This is an optimization exercise on Yosys and OpenROAD, whose aim is small area, a short achievable clock period and few clock cycles per item, not a production implementation.
Where RTL was checked, it was by simulation tests only, not by an equivalence proof against the original.
For run 4, only the layout was checked, not whether the RTL still works.
Power and IR drop assume default switching activity.

## config.mk

```make
export PLATFORM = sky130hd
export DESIGN_NAME = md5
export DESIGN_NICKNAME = md5
export VERILOG_FILES = /design/flow/design.v
export SDC_FILE = /design/flow/constraint.sdc
export NUM_CORES = 4
export LEC_CHECK = 0
export ABC_AREA = 1
export CAP_MARGIN = 20
export CORE_MARGIN = 2
export CORE_UTILIZATION = 40
export PLACE_DENSITY = 0.6
export SETUP_SLACK_MARGIN = 5
export SLEW_MARGIN = 20
```

## constraint.sdc

```tcl
create_clock -name core_clock -period 10.0 [get_ports {clk}]
set_input_delay 2.0000 -clock core_clock [delete_from_list [all_inputs] [get_ports {clk}]]
set_output_delay 2.0000 -clock core_clock [all_outputs]
set_load 0.01 [all_outputs]
```

## design.v

```verilog
module md5(
    input clk,
    input reset,
    input [0:8*8-1] input_num,
    input input_valid,
    output [0:128-1] output_hash,
    output output_valid
);
localparam [31:0] H0 = 32'h67452301;
localparam [31:0] H1 = 32'hefcdab89;
localparam [31:0] H2 = 32'h98badcfe;
localparam [31:0] H3 = 32'h10325476;
reg idle;        
reg prep;        
reg rnd;         
reg fin;         
reg done;        
reg [6:0] i;     
reg [31:0] b, c, d, x;
reg [31:0] w0, w1;   
wire [31:0] in_w0 = {input_num[24:31], input_num[16:23], input_num[8:15], input_num[0:7]};
wire [31:0] in_w1 = {input_num[56:63], input_num[48:55], input_num[40:47], input_num[32:39]};
wire last_rnd = i[5:0] == 6'd63;
wire last_fin = i[1:0] == 2'd2;
wire idle_n = reset || (idle && !input_valid);
wire prep_n = !reset && idle && input_valid;
wire rnd_n = !reset && (prep || (rnd && !last_rnd));
wire fin_n = !reset && ((rnd && last_rnd) || (fin && !last_fin));
wire done_n = !reset && (done || (fin && last_fin));
always @(posedge clk) begin
    idle <= idle_n;
    prep <= prep_n;
    rnd <= rnd_n;
    fin <= fin_n;
    done <= done_n;
end
wire step = rnd || fin;
wire [6:0] i_next = idle ? 7'd127 : i + 7'd1;
always @(posedge clk)
    i <= i_next;
reg [3:0] fs, rc, rf;
reg [3:0] fs_n, rc_n, rf_n;
always @(*) begin
    fs_n = 4'd0;
    rc_n = 4'd0;
    rf_n = 4'd0;
    if (rnd_n) begin
        fs_n[i_next[5:4]] = 1'b1;
        rc_n[i_next[1:0]] = 1'b1;
        case ({i_next[5:4], i_next[1:0]})
            4'd0, 4'd1, 4'd2: rf_n[3] = 1'b1;
            4'd3: rf_n[2] = 1'b1;
            4'd4: rf_n[1] = 1'b1;
            4'd5, 4'd6, 4'd7: rf_n[0] = 1'b1;
            4'd8: rf_n[0] = 1'b1;
            4'd9, 4'd10: rf_n[2] = 1'b1;
            4'd11: rf_n[3] = 1'b1;
            4'd12: rf_n[2] = 1'b1;
            default: rf_n[1] = 1'b1;
        endcase
    end else if (fin_n) begin
        rc_n[0] = 1'b1;
        rf_n[0] = 1'b1;
    end
end
always @(posedge clk) begin
    fs <= fs_n;
    rc <= rc_n;
    rf <= rf_n;
end
reg [31:0] knext;
reg sel_w0, sel_w1;
always @(posedge clk) begin
    case (i_next)
        7'd0: knext <= 32'he8c7b756;
        7'd1: knext <= 32'h2420715b;
        7'd2: knext <= 32'hc1bdceee;
        7'd3: knext <= 32'hf57c0faf;
        7'd4: knext <= 32'h4787c62a;
        7'd5: knext <= 32'ha8304613;
        7'd6: knext <= 32'hfd469501;
        7'd7: knext <= 32'h698098d8;
        7'd8: knext <= 32'h8b44f7af;
        7'd9: knext <= 32'hffff5bb1;
        7'd10: knext <= 32'h895cd7be;
        7'd11: knext <= 32'h6b901122;
        7'd12: knext <= 32'hfd987193;
        7'd13: knext <= 32'ha67943ce;
        7'd14: knext <= 32'h49b40821;
        7'd15: knext <= 32'hf61e2562;
        7'd16: knext <= 32'hc040b340;
        7'd17: knext <= 32'h265e5a51;
        7'd18: knext <= 32'he9b6c7aa;
        7'd19: knext <= 32'hd62f105d;
        7'd20: knext <= 32'h02441453;
        7'd21: knext <= 32'hd8a1e681;
        7'd22: knext <= 32'he7d3fbc8;
        7'd23: knext <= 32'h21e1cde6;
        7'd24: knext <= 32'hc3370816;
        7'd25: knext <= 32'hf4d50d87;
        7'd26: knext <= 32'h455a14ed;
        7'd27: knext <= 32'ha9e3e905;
        7'd28: knext <= 32'hfcefa478;
        7'd29: knext <= 32'h676f02d9;
        7'd30: knext <= 32'h8d2a4c8a;
        7'd31: knext <= 32'hfffa3942;
        7'd32: knext <= 32'h8771f681;
        7'd33: knext <= 32'h6d9d6122;
        7'd34: knext <= 32'hfde5384c;
        7'd35: knext <= 32'ha4beea44;
        7'd36: knext <= 32'h4bdecfa9;
        7'd37: knext <= 32'hf6bb4b60;
        7'd38: knext <= 32'hbebfbc70;
        7'd39: knext <= 32'h289b7ec6;
        7'd40: knext <= 32'heaa127fa;
        7'd41: knext <= 32'hd4ef3085;
        7'd42: knext <= 32'h04881d05;
        7'd43: knext <= 32'hd9d4d039;
        7'd44: knext <= 32'he6db99e5;
        7'd45: knext <= 32'h1fa27cf8;
        7'd46: knext <= 32'hc4ac56e5;
        7'd47: knext <= 32'hf4292244;
        7'd48: knext <= 32'h432aff97;
        7'd49: knext <= 32'hab9423e7;
        7'd50: knext <= 32'hfc93a039;
        7'd51: knext <= 32'h655b59c3;
        7'd52: knext <= 32'h8f0ccc92;
        7'd53: knext <= 32'hffeff47d;
        7'd54: knext <= 32'h85845dd1;
        7'd55: knext <= 32'h6fa87e4f;
        7'd56: knext <= 32'hfe2ce6e0;
        7'd57: knext <= 32'ha3014314;
        7'd58: knext <= 32'h4e0811a1;
        7'd59: knext <= 32'hf7537e82;
        7'd60: knext <= 32'hbd3af235;
        7'd61: knext <= 32'h2ad7d33b;
        7'd62: knext <= 32'heb86d391;
        7'd63: knext <= 32'h67452301;
        7'd64: knext <= 32'h10325476;
        7'd65: knext <= 32'h98badcfe;
        7'd66: knext <= 32'hefcdab89;
        7'd67: knext <= 32'h00000000;
        7'd68: knext <= 32'h00000000;
        7'd69: knext <= 32'h00000000;
        7'd70: knext <= 32'h00000000;
        7'd71: knext <= 32'h00000000;
        7'd72: knext <= 32'h00000000;
        7'd73: knext <= 32'h00000000;
        7'd74: knext <= 32'h00000000;
        7'd75: knext <= 32'h00000000;
        7'd76: knext <= 32'h00000000;
        7'd77: knext <= 32'h00000000;
        7'd78: knext <= 32'h00000000;
        7'd79: knext <= 32'h00000000;
        7'd80: knext <= 32'h00000000;
        7'd81: knext <= 32'h00000000;
        7'd82: knext <= 32'h00000000;
        7'd83: knext <= 32'h00000000;
        7'd84: knext <= 32'h00000000;
        7'd85: knext <= 32'h00000000;
        7'd86: knext <= 32'h00000000;
        7'd87: knext <= 32'h00000000;
        7'd88: knext <= 32'h00000000;
        7'd89: knext <= 32'h00000000;
        7'd90: knext <= 32'h00000000;
        7'd91: knext <= 32'h00000000;
        7'd92: knext <= 32'h00000000;
        7'd93: knext <= 32'h00000000;
        7'd94: knext <= 32'h00000000;
        7'd95: knext <= 32'h00000000;
        7'd96: knext <= 32'h00000000;
        7'd97: knext <= 32'h00000000;
        7'd98: knext <= 32'h00000000;
        7'd99: knext <= 32'h00000000;
        7'd100: knext <= 32'h00000000;
        7'd101: knext <= 32'h00000000;
        7'd102: knext <= 32'h00000000;
        7'd103: knext <= 32'h00000000;
        7'd104: knext <= 32'h00000000;
        7'd105: knext <= 32'h00000000;
        7'd106: knext <= 32'h00000000;
        7'd107: knext <= 32'h00000000;
        7'd108: knext <= 32'h00000000;
        7'd109: knext <= 32'h00000000;
        7'd110: knext <= 32'h00000000;
        7'd111: knext <= 32'h00000000;
        7'd112: knext <= 32'h00000000;
        7'd113: knext <= 32'h00000000;
        7'd114: knext <= 32'h00000000;
        7'd115: knext <= 32'h00000000;
        7'd116: knext <= 32'h00000000;
        7'd117: knext <= 32'h00000000;
        7'd118: knext <= 32'h00000000;
        7'd119: knext <= 32'h00000000;
        7'd120: knext <= 32'h00000000;
        7'd121: knext <= 32'h00000000;
        7'd122: knext <= 32'h00000000;
        7'd123: knext <= 32'h00000000;
        7'd124: knext <= 32'h00000000;
        7'd125: knext <= 32'h00000000;
        7'd126: knext <= 32'h00000000;
        7'd127: knext <= 32'hd76aa478;
        default: knext <= 32'h0;
    endcase
    sel_w0 <= i_next == 7'd127 || i_next == 7'd18 || i_next == 7'd40 || i_next == 7'd47;
    sel_w1 <= i_next == 7'd0 || i_next == 7'd15 || i_next == 7'd35 || i_next == 7'd54;
end
wire [31:0] wnext = ({32{sel_w0}} & w0) | ({32{sel_w1}} & w1);
wire [31:0] x_next = d + knext + wnext;
wire [31:0] f = ({32{fs[0]}} & ((b & c) | (~b & d)))
              | ({32{fs[1]}} & ((d & b) | (~d & c)))
              | ({32{fs[2]}} & (b ^ c ^ d))
              | ({32{fs[3]}} & (c ^ (b | ~d)));
wire [31:0] t = f + x;
wire [31:0] t1 = ({32{rc[0]}} & {t[27:0], t[31:28]})
               | ({32{rc[1]}} & {t[22:0], t[31:23]})
               | ({32{rc[2]}} & {t[17:0], t[31:18]})
               | ({32{rc[3]}} & {t[11:0], t[31:12]});
wire [31:0] t2 = ({32{rf[0]}} & t1)
               | ({32{rf[1]}} & {t1[30:0], t1[31]})
               | ({32{rf[2]}} & {t1[29:0], t1[31:30]})
               | ({32{rf[3]}} & {t1[28:0], t1[31:29]});
wire [31:0] bop = idle ? H2 : prep ? H1 : fin ? 32'd0 : b;
always @(posedge clk)
    b <= bop + t2;
always @(posedge clk) begin
    if (idle) begin
        c <= H3;
        d <= H0;
        w0 <= in_w0;
        w1 <= in_w1;
    end else if (prep || step) begin
        c <= b;
        d <= c;
    end
end
always @(posedge clk) begin
    if (prep || step)
        x <= x_next;
end
wire [31:0] o0 = {d[3:0], d[31:4]};
wire [31:0] o2 = {b[3:0], b[31:4]};
wire [31:0] o3 = {c[3:0], c[31:4]};
assign output_valid = done;
assign output_hash = {o0[7:0], o0[15:8], o0[23:16], o0[31:24],
                      x[7:0], x[15:8], x[23:16], x[31:24],
                      o2[7:0], o2[15:8], o2[23:16], o2[31:24],
                      o3[7:0], o3[15:8], o3[23:16], o3[31:24]};
endmodule
```

## flow/run.sh

```bash
#!/bin/bash
set -euo pipefail
export BUFFER_PORTS_ARGS="-buffer_cell sky130_fd_sc_hd__buf_1"
bash standard.sh > standard.log 2>&1
```

## standard.sh

```bash
#!/bin/bash
# synth_recipe.tcl (not shown) runs the flow's synth.tcl, then flattens the netlist and writes it again
# the make line also repeats each setting of config.mk as NAME=value (left out here)
make -C /OpenROAD-flow-scripts/flow DESIGN_CONFIG=/design/flow/config.mk WORK_HOME=/design/flow/orfs CLKGATE_MAP_FILE= SYNTH_SCRIPT=/design/flow/synth_recipe.tcl "${@:-finish}"
```

==> metrics.cfg, run 1 <==
[flow_run]
cap_viol_max_count = 0

[placed_design]
place_area_sq_um = 22400
port_buffers = 195
place_congestion = 1.07
detailed_place_hpwl_microns = 70100

[route]
drc = 0
wl_per_cell_microns = 22.6
antenna_left = 0
first_pass_iters = 6
finalWirelength_microns = 92200
vias = 23363
via_per_inst = 5.72
drt_iter0_drc = 2597

[power_and_ir_drop]
peakVddDrop_mv = 0.139
comb_power_share = 0.455
clkPwrFrac = 0.240
internal_power_uw = 2610
seq_power_share = 0.304
p_switching_uw = 2140
p_leak_uw = 0.0115
powerDensity_nw_per_um2 = 186
swShare = 0.450

[timing]
worstMarginPinSlew_ns = 1.06
fin_crit_ns = 4.77
min_period_over_period = 0.477
maxSlewViolCount = 0
hold_viol_final = 0
slew_headroom = 0.294
fmax_ghz = 0.210
final-setup-viol-count = 0
fin_setup_tns_ns = 0
fin_skew_ns = 0.0177
rsz0062_at_grt = false

[cts]
htreeDepth = 1
cts_tree = yes
cts_buffer_depth = 3
cts_buffers = 29
holdBufCountCts = 0
cts_root_buffer = clkbuf_16
numClockSinks = 250
worst_skew_pair.late_latency_ns = 0.58
clk_transition_reported_paths_ns = 0.06

[critical_path]
cp-end-kind = flop
crit_required_ns = 10.46
cpPeakStageDelay_ns = 0.51
worstSetupPathType = reg2reg
cpMostUsedCell = nand2_1
startpoint = b[10]
startpoint_type = flop
cpMaxStageDelayCell = dfxtp_2
crit_arrival_ns = 5.23
critPathMaxFanout = 6
r2r-start = b[10]

[global_routing]
grt_use_met1 = 0.402
gr-usage-met3 = 0.0519
use_met2 = 0.549
antenna_found_initial = 0
grt.overflow.total = 0
grt_usage = 0.325
grt_busiest_layer = met2
grt_pass1_wl_microns = 133000
grt_pass1_vias = 21326
grt_max_degree = 85

[synthesis]
synthArstFlopShare = 0
synth_cells = 3157
yosys-mux-area-fraction = 0
syn_avg_cell_area_sq_um = 6.66
ys_seq_area_frac = 0.284
synthFlopType = dfxtp_1
synth_cell_type_count = 52
synthXorXnorAreaFrac = 0.0275
ys_ff_latch = 250
synth_compound_area_frac = 0.206
syn_nets = 3375
syn_area_sq_um = 21000
synthAdderAreaFrac = 0.102
synth_edf_count = 96
synthSimpleGateAreaFrac = 0.273
synth_top_family_by_area = simple AND/OR/NAND/NOR gates
ys_warn_count = 1

[final_layout]
drive_gt1_frac = 0.141
area_growth_pct = 21.0
nFillCells = 5315
antenna_cells = 0
nets = 3589
post-route-cell-area_sq_um = 25400
post-route-util = 0.487

[hold_path]
min_path_type = reg2reg
min-delay-start = done

[floorplanning]
rows = 84
die_h_microns = 233
coreArea_sq_um = 52200
io_pins = 196
fp.dieW_microns = 233
initial_utilization = 0.403
dieArea_sq_um = 54400

[status]
status = timing/DRC/antenna clean

synthesized netlist by cell type, types with 42 or more instances:
cell type	number	area [sq um]
nand2_1	816	3060
o21ai_0	300	1500
o211ai_1	52	390
nor2_1	233	875
dfxtp_1	154	3080
edfxtp_1	96	2880
xor2_1	50	438
o2111ai_1	48	420
a21oi_1	177	886
nand3_1	180	901
ha_1	117	1460
a21o_1	42	315
inv_1	472	1770
nand4_1	54	338
nor3_1	51	255
clkbuf_1	68	255
registers in the layout, summed over array words and instances, names as in the netlist, 4 cells and up:
register	cells
w1	32
knext	32
rf	4
x	32
i	7
d	32
b	32
w0	32
rc	4
fs	4
c	32
critical path, delay by kind of cell, from the launching register on:
family          cells  cell delay (ns)
compound gates      6             1.07
xor+xnor            1             0.15
fa+ha+maj           2             0.55
buf+inv             2             0.30
flops               1             0.51
simple gates       19             2.07
metrics by stage:
| step | hold WS (ns) | instances | total power, uW | setup WS (ns) |
|---|---|---|---|---|
| finish | 0.531 | 4081 | 4740 | 5.23 |
| global route | 0.565 | 4081 | 4980 | 4.89 |
| CTS | 0.541 | 4041 | 4500 | 5.00 |
| detailed placement | 0.525 | 3966 | 3280 | 4.39 |
| global placement | 0.530 | 3966 | 3290 | 4.41 |
| floorplan | 0.503 | 3157 | 2570 | 5.32 |
layer usage:
metal,up-vias,routed length (microns),share of wire
li1,10995,-,-
met1,10955,36200,0.39
met2,1136,43000,0.47
met3,277,7590,0.082
met4,0,5370,0.058
met5,-,0,0
final cells by class:
| type | count | area (sq um) | share of cell area |
|---|---|---|---|
| clock inverter | 21 | 248 | 0.00974 |
| tap | 688 | 861 | 0.0338 |
| multi-input combinational | 2318 | 14200 | 0.560 |
| clock buffer | 32 | 757 | 0.0298 |
| sequential | 250 | 6050 | 0.238 |
| timing repair buffer | 288 | 1450 | 0.0569 |
| inverter | 484 | 1830 | 0.0720 |
cell families (layout without fill, tap and decap cells):
| family | Yosys count | count (layout) |
|---|---|---|
| AND/OR/NAND/NOR | 1374 | 1374 |
| buffers and inverters | 589 | 825 |
| flip-flops | 250 | 250 |
| AO/OA/AOI/OAI | 727 | 727 |
| adder cells (fa/ha/maj) | 151 | 151 |
| XOR/XNOR | 66 | 66 |
cells in the final DEF, fill, tap and decap left out, types with 11 or more instances in the layout:
cell type	Yosys	final
nor2_4	1	13
o221ai_1	11	11
inv_2	8	32
xnor2_1	16	16
o211ai_1	52	52
ha_1	117	78
dfxtp_1	154	96
nor3_1	51	35
o2111ai_1	48	25
a21oi_2	0	16
nor3_2	2	15
o22ai_1	11	11
a21oi_1	177	160
buf_1	8	195
buf_4	6	89
nor2_1	233	195
o2111ai_4	0	13
xor2_1	50	46
o21ai_1	12	34
nand4_1	54	54
o21ai_0	300	273
clkbuf_16	0	29
a21o_1	42	42
edfxtp_1	96	96
dfxtp_2	0	53
inv_1	472	443
nand2_2	1	42
nand3_2	0	21
ha_4	0	35
a22o_1	34	34
fa_1	34	32
nand3b_1	12	12
nand3_1	180	157
nand2_1	816	771
nor2_2	8	34
timing repair:
item                                    CTS  global route
cloned                                    0             0
pin swaps                                19            95
endpoints found under the setup margin   22            24
gates resized for setup                  84           305
buffers inserted                         22            40
final timing paths:
path                 to  slack (ns)  depth (start not counted)
hold / removal     done        0.53                          2
hold reg to reg    done        0.53                          2
setup reg to reg  b[30]        5.23                         30
setup / recovery  b[30]        5.23                         30
power groups by stage:
stage	Combinational [uW]	Clock (uW)	Sequential [uW]
after CTS	1930	1150	1420
after detailed placement	1840	0	1430
final	2160	1140	1440
after floorplan	1180	0	1390
after global placement	1860	0	1430
after global routing	2340	1190	1450
Testbench counts, summed over its fixed seeds: cycles 27,256, hashes 384.
==> run 2, diff against run 1 <==
--- a/config.mk
+++ b/config.mk
@@ -10,5 +10,5 @@
 export CORE_MARGIN = 2
 export CORE_UTILIZATION = 40
 export PLACE_DENSITY = 0.6
-export SETUP_SLACK_MARGIN = 5
+export SETUP_SLACK_MARGIN = 4.75
 export SLEW_MARGIN = 20
==> run 2 against run 1 <==
  * Largest power group unchanged
  * Total power down 3.0%
  * Maximum frequency fell by 4.4%
  * Largest cell class unchanged
  * Cell count fell by 0.83%
  * Cell area down 3.9%
  * Wire length down 0.79%
  * Utilization fell by 1.9 points
  * Sequential power about the same
  * First-iteration DRC count down 2.4%
  * Register-to-register slack got worse by 0.22 ns
==> metrics.cfg, run 2 <==
[final_layout]
final_cell_count_no_fill = 4047
post-route-util = 0.468
antenna_cells = 0
nFillCells = 5421
final_cell_mix = 791 x nand2_1, 456 x inv_1, 294 x o21ai_0, 209 x nor2_1, 195 x buf_1
drive_gt1_frac = 0.0869
multi_input_area_sq_um = 13600
area_growth_pct = 16.2
mostFrequentLayoutCell = nand2_1
register_area_sq_um = 5990
nets = 3555

[global_routing]
grt_max_degree = 85
grt.overflow.total = 0
grt_pass1_vias = 21230
antenna_found_initial = 1
grt_pass1_wl_microns = 133000
grt_usage = 0.325

[critical_path]
startpoint_type = flop
cpPeakStageDelay_ns = 0.47
cpMostUsedCell = nand2_1
crit_buf_inv = 5
crit_arrival_ns = 5.46
cp_top_family = simple AND/OR/NAND/NOR gates
crit_required_ns = 10.47
cpMaxStageDelayCell = buf_4
critPathMaxFanout = 32
worstSetupPathType = reg2reg
cp-end-kind = flop

[timing]
fin_setup_tns_ns = 0
slew_headroom = 0.293
maxSlewViolCount = 0
fin_crit_ns = 4.99
fin_skew_ns = 0.0137
rsz0062_at_grt = true
hold_viol_final = 0
worstMarginPinSlew_ns = 1.06
min_period_over_period = 0.499
hold-worst-slack_ns = 0.521
fmax_ghz = 0.201
final-setup-viol-count = 0

[synthesis]
synth_commonest_cells = 816 x nand2_1, 472 x inv_1, 300 x o21ai_0, 233 x nor2_1, 180 x nand3_1
yosysMostFrequentCell = nand2_1
syn_avg_cell_area_sq_um = 6.66
ys_warn_count = 1
synth_top_area_cell = dfxtp_1
syn_nets = 3375
synthArstFlopShare = 0
synth_top_area_frac = 0.147
ys_ff_latch = 250
synth_top_cells_by_area = dfxtp_1 15%, nand2_1 15%, edfxtp_1 14%
synth_cells = 3157
synthFlopType = dfxtp_1
synth_cell_type_count = 52
ys_seq_area_frac = 0.284
synth_edf_count = 96
syn_area_sq_um = 21000

[flow_run]
cap_viol_max_count = 0

[floorplanning]
coreArea_sq_um = 52200
rows = 84
dieArea_sq_um = 54400
io_pins = 196
die_h_microns = 233
initial_utilization = 0.403
fp.dieW_microns = 233

[cts]
numClockSinks = 250
worst_skew_pair.late_latency_ns = 0.58
cts_tree = yes
htreeDepth = 1
clk_transition_reported_paths_ns = 0.07
cts_root_buffer = clkbuf_16
cts_buffers = 29
cts_buffer_depth = 3

[hold_path]
min_path_type = reg2reg

[route]
finalWirelength_microns = 91500
drc = 0
antenna_left = 0
wl_per_cell_microns = 22.6
first_pass_iters = 8
vias = 23014
via_per_inst = 5.69
drt_iter0_drc = 2534

[placed_design]
place_congestion = 1.07
detailed_place_hpwl_microns = 70100
dpl.cell_count = 3966
port_buffers = 195

[status]
status = timing/DRC/antenna clean

[power_and_ir_drop]
p_leak_uw = 0.0112
powerDensity_nw_per_um2 = 188
peakVddDrop_mv = 0.139

## run 2: cell counts after synthesis
No cell type changed its count.
## run 2: report_power, final
group / leakage (uW) / switching (uW) / internal [uW]
registers: 0.00221 / 189 / 1240
logic: 0.00851 / 1400 / 628
clock network: 0.000493 / 480 / 658
total: 0.0112 / 2070 / 2530
## run 2: routing by layer
layer / vias to the layer above / track usage / wire (microns)
li1: 10921 / - / -
met1: 10717 / 0.406 / 35800
met2: 1120 / 0.547 / 42900
met3: 254 / 0.0470 / 7720
met4: 2 / 0.156 / 5060
met5: - / 0 / 12
## run 2: logic make-up after synthesis
kind of cell	Yosys count	share of synthesized area
buf+inv	589	0.108
fa+ha+maj	151	0.102
compound gates	727	0.206
flops	250	0.284
xor+xnor	66	0.0275
simple gates	1374	0.273
## run 2: final cells by class
cell class	count	area share
Timing Repair Buffer	254	0.0485
Multi-Input combinational cell	2318	0.555
Clock inverter	21	0.0101
Clock buffer	32	0.0310
Inverter	484	0.0750
Tap cell	688	0.0352
Sequential cell	250	0.245
## run 2: per-stage QoR
step / power [uW] / setup slack [ns] / cell area (sq um)
after floorplan: 2570 / 5.32 / 21000
after global placement: 3290 / 4.41 / 22400
after detailed placement: 3280 / 4.39 / 22400
after CTS: 4430 / 4.76 / 23500
after global routing: 4830 / 4.69 / 24400
final: 4600 / 5.01 / 24400
## run 2: worst paths after layout
kind	startpoint	endpoint	slack [ns]	cells past startpoint
hold reg to reg	done	done	0.52	2
setup / recovery	fs[1]	b[31]	5.01	28
setup reg to reg	fs[1]	b[31]	5.01	28
hold / removal	done	done	0.52	2
## run 2: worst register-to-register path: cells and delay by family (launching register included)
kind / cells / cell delay [ns]
compound gates: 4 / 0.92
fa+ha+maj: 2 / 0.66
buf+inv: 5 / 0.89
flops: 1 / 0.31
simple gates: 17 / 2.11
## run 2: timing repair
action                     4_1_cts  5_1_grt
resized for setup               22      169
buffers inserted                 5       23
pin swaps                        3       28
setup endpoints to repair       15       23
hold buffers                     0        0
==> run 3, diff against run 2 <==
--- a/config.mk
+++ b/config.mk
@@ -9,6 +9,8 @@
 export CAP_MARGIN = 20
 export CORE_MARGIN = 2
 export CORE_UTILIZATION = 40
+export CTS_CLUSTER_DIAMETER = 80
+export CTS_CLUSTER_SIZE = 25
 export PLACE_DENSITY = 0.6
-export SETUP_SLACK_MARGIN = 4.75
+export SETUP_SLACK_MARGIN = 5
 export SLEW_MARGIN = 20
==> run 3 against run 2 <==
  * Largest power group unchanged
  * Maximum frequency grew 4.5%
  * Wire length grew 0.36%
  * Synthesized cell count is the same
==> metrics.cfg, run 3 <==
[power_and_ir_drop]
powerDensity_nw_per_um2 = 179
p_switching_uw = 2130
seq_power_share = 0.320
internal_power_uw = 2360
peakVddDrop_mv = 0.101
swShare = 0.474
comb_power_share = 0.478
p_leak_uw = 0.0114
clkPwrFrac = 0.203

[route]
finalWirelength_microns = 91800
first_pass_iters = 6
drc = 0
vias = 23149
via_per_inst = 5.69
wl_per_cell_microns = 22.6
drt_iter0_drc = 2503
antenna_left = 0

[timing]
fin_skew_ns = 0.0386
timing.final.ws_setup_ns = 5.23
fmax_ghz = 0.210
hold_viol_final = 0
min_period_over_period = 0.477
slew_headroom = 0.296
fin_setup_tns_ns = 0
rsz0062_at_grt = true
fin_crit_ns = 4.77
final-setup-viol-count = 0
maxSlewViolCount = 0
worstMarginPinSlew_ns = 1.06

[status]
status = timing/DRC/antenna clean

[floorplanning]
rows = 84
dieArea_sq_um = 54400
coreArea_sq_um = 52200
fp.dieW_microns = 233
io_pins = 196
die_h_microns = 233
initial_utilization = 0.403

[hold_path]
min_path_type = reg2reg

[critical_path]
cpPeakStageDelay_ns = 0.40
startpoint_type = flop
crit_required_ns = 10.44
cpMostUsedCell = nand2_1
cp-end-kind = flop
worstSetupPathType = reg2reg
cpMaxStageDelayCell = dfxtp_4
critPathMaxFanout = 6
crit_arrival_ns = 5.21

[synthesis]
synth_top_area_cell = dfxtp_1
syn_area_sq_um = 21000
synthFlopType = dfxtp_1
synthArstFlopShare = 0
synth_cell_type_count = 52
synth_cells = 3157
ys_warn_count = 1
syn_nets = 3375
synth_edf_count = 96
synth_commonest_cells = 816 x nand2_1, 472 x inv_1, 300 x o21ai_0, 233 x nor2_1, 180 x nand3_1
yosysMostFrequentCell = nand2_1
synth_top_cells_by_area = dfxtp_1 15%, nand2_1 15%, edfxtp_1 14%
ys_ff_latch = 250
syn_avg_cell_area_sq_um = 6.66
ys_seq_area_frac = 0.284
synth_top_area_frac = 0.147

[cts]
cts_root_buffer = clkbuf_16
worst_skew_pair.late_latency_ns = 0.57
htreeDepth = 1
cts_buffers = 20
clk_transition_reported_paths_ns = 0.11
cts_tree = yes
cts_buffer_depth = 3
holdBufCountCts = 0
numClockSinks = 250

[placed_design]
preCtsSetupSlack_ns = 4.39
place_congestion = 1.07
dpl.cell_count = 3966
detailed_place_hpwl_microns = 70100
port_buffers = 195

[final_layout]
mostFrequentLayoutCell = nand2_1
nets = 3581
antenna_cells = 0
final_cell_count_no_fill = 4065
drive_gt1_frac = 0.133
final_cell_mix = 775 x nand2_1, 442 x inv_1, 279 x o21ai_0, 196 x nor2_1, 195 x buf_1
area_growth_pct = 19.5
nFillCells = 5350

[global_routing]
grt_pass1_vias = 21200
grt.overflow.total = 0
grt_usage = 0.324
grt_max_degree = 85
grt_pass1_wl_microns = 133000
antenna_found_initial = 1

[flow_run]
cap_viol_max_count = 0

## run 3: cell count changes in the layout (fill, tap and decap cells not counted), sizes merged
cell,before,now
clkbuf,32,23
bufinv,4,0
buf,254,289
clkinv,14,11
clkinvlp,6,3
inv,481,483
## run 3: path summary, 6_finish.rpt
kind                            depth (start not counted)    end  slack (ns)  start
worst max-delay path                                   29  b[28]        5.23  b[19]
worst min-delay path                                    2   done        0.54   done
worst max register to register                         29  b[28]        5.23  b[19]
worst min register to register                          2   done        0.54   done
## run 3: per-layer routing
metal,GRT usage,share of wire
met3,0.0553,0.085
met5,0,0
met2,0.547,0.47
met1,0.402,0.39
met4,0.152,0.056
## run 3: logic make-up after synthesis
family	count (synthesis)	share of synthesized area
AOI/OAI and AO/OA	727	0.206
xor gates and xnor gates	66	0.0275
adders and majority gates	151	0.102
buffers and inverters	589	0.108
DFF	250	0.284
and+or+nand+nor	1374	0.273
## run 3: power by group through the flow
stage | Combinational (uW) | Sequential [uW] | Clock, uW
floorplan | 1180 | 1390 | 0
global placement | 1860 | 1430 | 0
detailed placement | 1840 | 1430 | 0
CTS | 1930 | 1420 | 924
global route | 2320 | 1450 | 961
finish | 2150 | 1440 | 910
## run 3: metrics by stage
stage	util	hold slack (ns)	total power [uW]	area, sq um
finish	0.481	0.540	4490	25100
global route	0.481	0.572	4730	25100
CTS	0.453	0.551	4270	23700
detailed placement	0.429	0.525	3280	22400
global placement	0.429	0.530	3290	22400
floorplan	-	0.503	2570	21000
## run 3: cell type report
type,count,area [sq um],share of cell area
clock buffer,23,533,0.0212
tap,688,861,0.0342
sequential,250,6050,0.241
inverter,484,1830,0.0728
multi-input combinational,2318,14200,0.565
clock inverter,13,210,0.00836
timing repair buffer,289,1470,0.0583
## run 3: critical path, delay by kind of cell, from the launching register on
family	cells	cell delay (ns)
AOI/OAI and AO/OA	6	1.20
xor gates and xnor gates	1	0.14
adders and majority gates	2	0.57
buffers and inverters	4	0.43
DFF	1	0.40
and+or+nand+nor	16	1.91
## run 3: what timing repair did
action / 4_1_cts / 5_1_grt
setup buffers: 17 / 46
gates cloned: 0 / 0
endpoints found under the setup margin: 23 / 25
endpoints found under the hold margin: 0 / 0
pin swaps: 15 / 90
gates resized for setup: 91 / 278
==> run 4, diff against run 3 <==
--- a/design.v
+++ b/design.v
@@ -20,19 +20,31 @@
 reg [31:0] w0, w1;   
 wire [31:0] in_w0 = {input_num[24:31], input_num[16:23], input_num[8:15], input_num[0:7]};
 wire [31:0] in_w1 = {input_num[56:63], input_num[48:55], input_num[40:47], input_num[32:39]};
-wire last_rnd = i[5:0] == 6'd63;
-wire last_fin = i[1:0] == 2'd2;
-wire idle_n = reset || (idle && !input_valid);
-wire prep_n = !reset && idle && input_valid;
-wire rnd_n = !reset && (prep || (rnd && !last_rnd));
-wire fin_n = !reset && ((rnd && last_rnd) || (fin && !last_fin));
-wire done_n = !reset && (done || (fin && last_fin));
-always @(posedge clk) begin
-    idle <= idle_n;
-    prep <= prep_n;
-    rnd <= rnd_n;
-    fin <= fin_n;
-    done <= done_n;
+always @(posedge clk) begin
+    if (reset) begin
+        idle <= 1'b1;
+        prep <= 1'b0;
+        rnd <= 1'b0;
+        fin <= 1'b0;
+        done <= 1'b0;
+    end else begin
+        if (idle && input_valid) begin
+            idle <= 1'b0;
+            prep <= 1'b1;
+        end
+        if (prep) begin
+            prep <= 1'b0;
+            rnd <= 1'b1;
+        end
+        if (rnd && i[5:0] == 6'd63) begin
+            rnd <= 1'b0;
+            fin <= 1'b1;
+        end
+        if (fin && i[1:0] == 2'd2) begin
+            fin <= 1'b0;
+            done <= 1'b1;
+        end
+    end
 end
 wire step = rnd || fin;
 wire [6:0] i_next = idle ? 7'd127 : i + 7'd1;
@@ -42,26 +54,21 @@
 reg [3:0] fs_n, rc_n, rf_n;
 always @(*) begin
     fs_n = 4'd0;
+    fs_n[i_next[5:4]] = 1'b1;
     rc_n = 4'd0;
+    rc_n[i_next[1:0]] = 1'b1;
     rf_n = 4'd0;
-    if (rnd_n) begin
-        fs_n[i_next[5:4]] = 1'b1;
-        rc_n[i_next[1:0]] = 1'b1;
-        case ({i_next[5:4], i_next[1:0]})
-            4'd0, 4'd1, 4'd2: rf_n[3] = 1'b1;
-            4'd3: rf_n[2] = 1'b1;
-            4'd4: rf_n[1] = 1'b1;
-            4'd5, 4'd6, 4'd7: rf_n[0] = 1'b1;
-            4'd8: rf_n[0] = 1'b1;
-            4'd9, 4'd10: rf_n[2] = 1'b1;
-            4'd11: rf_n[3] = 1'b1;
-            4'd12: rf_n[2] = 1'b1;
-            default: rf_n[1] = 1'b1;
-        endcase
-    end else if (fin_n) begin
-        rc_n[0] = 1'b1;
-        rf_n[0] = 1'b1;
-    end
+    case ({i_next[5:4], i_next[1:0]})
+        4'd0, 4'd1, 4'd2: rf_n[3] = 1'b1;
+        4'd3: rf_n[2] = 1'b1;
+        4'd4: rf_n[1] = 1'b1;
+        4'd5, 4'd6, 4'd7: rf_n[0] = 1'b1;
+        4'd8: rf_n[0] = 1'b1;
+        4'd9, 4'd10: rf_n[2] = 1'b1;
+        4'd11: rf_n[3] = 1'b1;
+        4'd12: rf_n[2] = 1'b1;
+        default: rf_n[1] = 1'b1;
+    endcase
 end
 always @(posedge clk) begin
     fs <= fs_n;
@@ -220,9 +227,17 @@
                | ({32{rf[1]}} & {t1[30:0], t1[31]})
                | ({32{rf[2]}} & {t1[29:0], t1[31:30]})
                | ({32{rf[3]}} & {t1[28:0], t1[31:29]});
-wire [31:0] bop = idle ? H2 : prep ? H1 : fin ? 32'd0 : b;
-always @(posedge clk)
-    b <= bop + t2;
+wire [31:0] b_next = b + t2;
+always @(posedge clk) begin
+    if (rnd)
+        b <= b_next;
+    else if (fin)
+        b <= x;
+    else if (prep)
+        b <= H1;
+    else if (idle)
+        b <= H2;
+end
 always @(posedge clk) begin
     if (idle) begin
         c <= H3;
@@ -238,12 +253,9 @@
     if (prep || step)
         x <= x_next;
 end
-wire [31:0] o0 = {d[3:0], d[31:4]};
-wire [31:0] o2 = {b[3:0], b[31:4]};
-wire [31:0] o3 = {c[3:0], c[31:4]};
 assign output_valid = done;
-assign output_hash = {o0[7:0], o0[15:8], o0[23:16], o0[31:24],
+assign output_hash = {d[7:0], d[15:8], d[23:16], d[31:24],
                       x[7:0], x[15:8], x[23:16], x[31:24],
-                      o2[7:0], o2[15:8], o2[23:16], o2[31:24],
-                      o3[7:0], o3[15:8], o3[23:16], o3[31:24]};
+                      b[7:0], b[15:8], b[23:16], b[31:24],
+                      c[7:0], c[15:8], c[23:16], c[31:24]};
 endmodule
--- a/config.mk
+++ b/config.mk
@@ -9,8 +9,6 @@
 export CAP_MARGIN = 20
 export CORE_MARGIN = 2
 export CORE_UTILIZATION = 40
-export CTS_CLUSTER_DIAMETER = 80
-export CTS_CLUSTER_SIZE = 25
 export PLACE_DENSITY = 0.6
-export SETUP_SLACK_MARGIN = 5
+export SETUP_SLACK_MARGIN = 4.5
 export SLEW_MARGIN = 20
==> run 4 against run 3 <==
  * Non-clock buffer count is 42 higher
  * Die area hardly changed
  * Cell count is 1.2% lower
  * Utilization is 0.57 points higher
  * Largest cell class unchanged
==> metrics.cfg, run 4 <==
[power_and_ir_drop]
peakVddDrop_mv = 0.203
comb_power_share = 0.687
internal_power_uw = 4300
clkPwrFrac = 0.137
p_leak_uw = 0.0112
swShare = 0.528
total_power_uw = 9110
p_switching_uw = 4810
seq_power_share = 0.176
powerDensity_nw_per_um2 = 358

[placed_design]
place_congestion = 1.01
detailed_place_hpwl_microns = 75900
dpl.cell_count = 3850
preCtsSetupSlack_ns = 3.51
port_buffers = 195

[critical_path]
cp-end-kind = flop
cpPeakStageDelay_ns = 0.50
crit_arrival_ns = 5.86
startpoint_type = flop
cpMostUsedCell = nand2_1
crit_required_ns = 10.38
cpMaxStageDelayCell = edfxtp_1
crit_buf_inv = 4
worstSetupPathType = reg2reg
cp_top_family = simple AND/OR/NAND/NOR gates
critPathMaxFanout = 4

[timing]
min_period_over_period = 0.548
fin_setup_tns_ns = 0
fin_crit_ns = 5.48
worstMarginPinSlew_ns = 1.15
fin_skew_ns = 0.0452
final-setup-viol-count = 0
slew_headroom = 0.233
maxSlewViolCount = 0
fmax_ghz = 0.182
hold_viol_final = 0
rsz0062_at_grt = true
timing.final.ws_setup_ns = 4.52

[synthesis]
synth_commonest_cells = 740 x nand2_1, 434 x inv_1, 306 x o21ai_0, 273 x nor2_1, 162 x a21oi_1
ys_ff_latch = 250
ys_warn_count = 1
ys_seq_area_frac = 0.299
synth_cells = 3039
synth_top_area_cell = edfxtp_1
synth_cell_type_count = 61
yosysMostFrequentCell = nand2_1
syn_area_sq_um = 21000
synth_top_cells_by_area = edfxtp_1 18%, nand2_1 13%, dfxtp_1 12%
synth_edf_count = 128
synthFlopType = edfxtp_1
syn_avg_cell_area_sq_um = 6.92
syn_nets = 3256
synth_top_area_frac = 0.183
synthArstFlopShare = 0

[cts]
cts_buffer_depth = 3
clk_transition_reported_paths_ns = 0.06
htreeDepth = 1
numClockSinks = 250
cts_buffers = 31
worst_skew_pair.late_latency_ns = 0.63
cts_tree = yes
cts_root_buffer = clkbuf_16
holdBufCountCts = 0

[floorplanning]
dieArea_sq_um = 54400
die_h_microns = 233
rows = 84
coreArea_sq_um = 52200
initial_utilization = 0.402
fp.dieW_microns = 233
io_pins = 196

[global_routing]
grt_max_degree = 76
grt_pass1_wl_microns = 144000
antenna_found_initial = 2
grt_usage = 0.358
grt.overflow.total = 0
grt_pass1_vias = 22544

[route]
antenna_left = 0
first_pass_iters = 6
via_per_inst = 5.87
wl_per_cell_microns = 25.1
drc = 0
vias = 23592
drt_iter0_drc = 2462
finalWirelength_microns = 101000

[final_layout]
area_growth_pct = 21.1
final_cell_mix = 703 x nand2_1, 411 x inv_1, 280 x o21ai_0, 240 x nor2_1, 195 x buf_1
post-route-util = 0.487
drive_gt1_frac = 0.133
final_cell_count_no_fill = 4017
mostFrequentLayoutCell = nand2_1
nets = 3516

[hold_path]
min_path_type = reg2reg

[flow_run]
cap_viol_max_count = 0

[status]
status = timing/DRC/antenna clean

## run 4: worst reg2reg max path: cells and delay by family (launching register included)
kind                     cells  cell delay (ns)
flip-flops                   1             0.50
adder cells (fa/ha/maj)      2             0.60
buffers and inverters        4             0.52
AO/OA/AOI/OAI               10             1.72
AND/OR/NAND/NOR             18             1.88
## run 4: kinds of logic (layout without fill, tap and decap cells)
| kind of cell | count (synthesis) | after routing | share of synthesized area |
|---|---|---|---|
| adders and majority gates | 150 | 150 | 0.101 |
| and+or+nand+nor | 1269 | 1269 | 0.251 |
| buffers and inverters | 547 | 832 | 0.101 |
| DFF | 250 | 250 | 0.299 |
| other | 0 | 5 | 0 |
| AOI/OAI and AO/OA | 749 | 749 | 0.217 |
| xor gates and xnor gates | 74 | 74 | 0.0312 |
## run 4: final timing paths
check / endpoint / slack (ns) / start / depth (start not counted)
setup / recovery: b[26] / 4.52 / b[23] / 34
hold / removal: prep / 0.42 / prep / 1
setup reg to reg: b[26] / 4.52 / b[23] / 34
hold reg to reg: prep / 0.42 / prep / 1
## run 4: metrics by stage
step                area, sq um  hold WS, ns
finish                    25400        0.418
global route              25400        0.464
CTS                       24200        0.425
detailed placement        22400        0.417
global placement          22400        0.408
floorplan                 21000        0.397
## run 4: power by group through the flow
stage | clock (uW) | combinational [uW] | sequential (uW)
after floorplan | 0 | 3360 | 1500
after global placement | 0 | 4960 | 1600
after detailed placement | 0 | 4970 | 1600
after CTS | 1260 | 5330 | 1580
after global routing | 1300 | 6720 | 1610
final | 1250 | 6260 | 1600
## run 4: layout make-up
class / count / area (sq um)
Antenna cell: 5 / 12.5
Clock buffer: 37 / 808
Clock inverter: 21 / 299
Fill cell: 5286 / 26800
Inverter: 443 / 1670
Multi-Input combinational cell: 2242 / 13700
Sequential cell: 250 / 6300
Tap cell: 688 / 861
Timing Repair Buffer: 331 / 1780
## run 4: what timing repair did
action | CTS | global route
setup buffers | 47 | 57
resized for setup | 82 | 211
endpoints found under the setup margin | 23 | 24
pin swaps | 27 | 70
## run 4: metal layers
| layer | global-route usage | share of wire | vias up |
|---|---|---|---|
| li1 | - | - | 10779 |
| met1 | 0.442 | 0.39 | 11333 |
| met2 | 0.585 | 0.46 | 1162 |
| met3 | 0.0583 | 0.078 | 318 |
| met4 | 0.217 | 0.070 | 0 |
| met5 | 0 | 0 | - |

-- afterwards: timing with drivers on the ports --
How much do the figures lean on ideal ports? The routed layouts below were timed once more, with nothing changed but the port constraints.
Step 1, drivers: a clkbuf_16 drives clk and a buf_2 each remaining input, both assumed.
Step 2 moves the port delays by t, midway between the first and last clock arrival at a register: inputs arrive t later, outputs are due t later. That takes back most of the time a late clock gives input paths.
Three values: ideal ports, drivers, drivers and shift; two values: the first two.
run | shift t [ns] | setup WS [ns] | hold WS [ns] | worst setup path at the end | clock arrival spread, ns
run 1 | 0.629 | 5.234 / 5.234 / 5.234 | 0.531 / 0.531 / 0.531 | register to register | 0.017 / 0.017
run 2 | 0.625 | 5.013 / 5.013 / 5.013 | 0.521 / 0.521 / 0.521 | register to register | 0.013 / 0.014
run 3 | 0.608 | 5.229 / 5.229 / 5.229 | 0.540 / 0.540 / 0.540 | register to register | 0.038 / 0.038
run 4 | 0.661 | 4.517 / 4.517 / 4.517 | 0.418 / 0.418 / 0.418 | register to register | 0.048 / 0.049
After both steps every run listed still meets setup and hold.
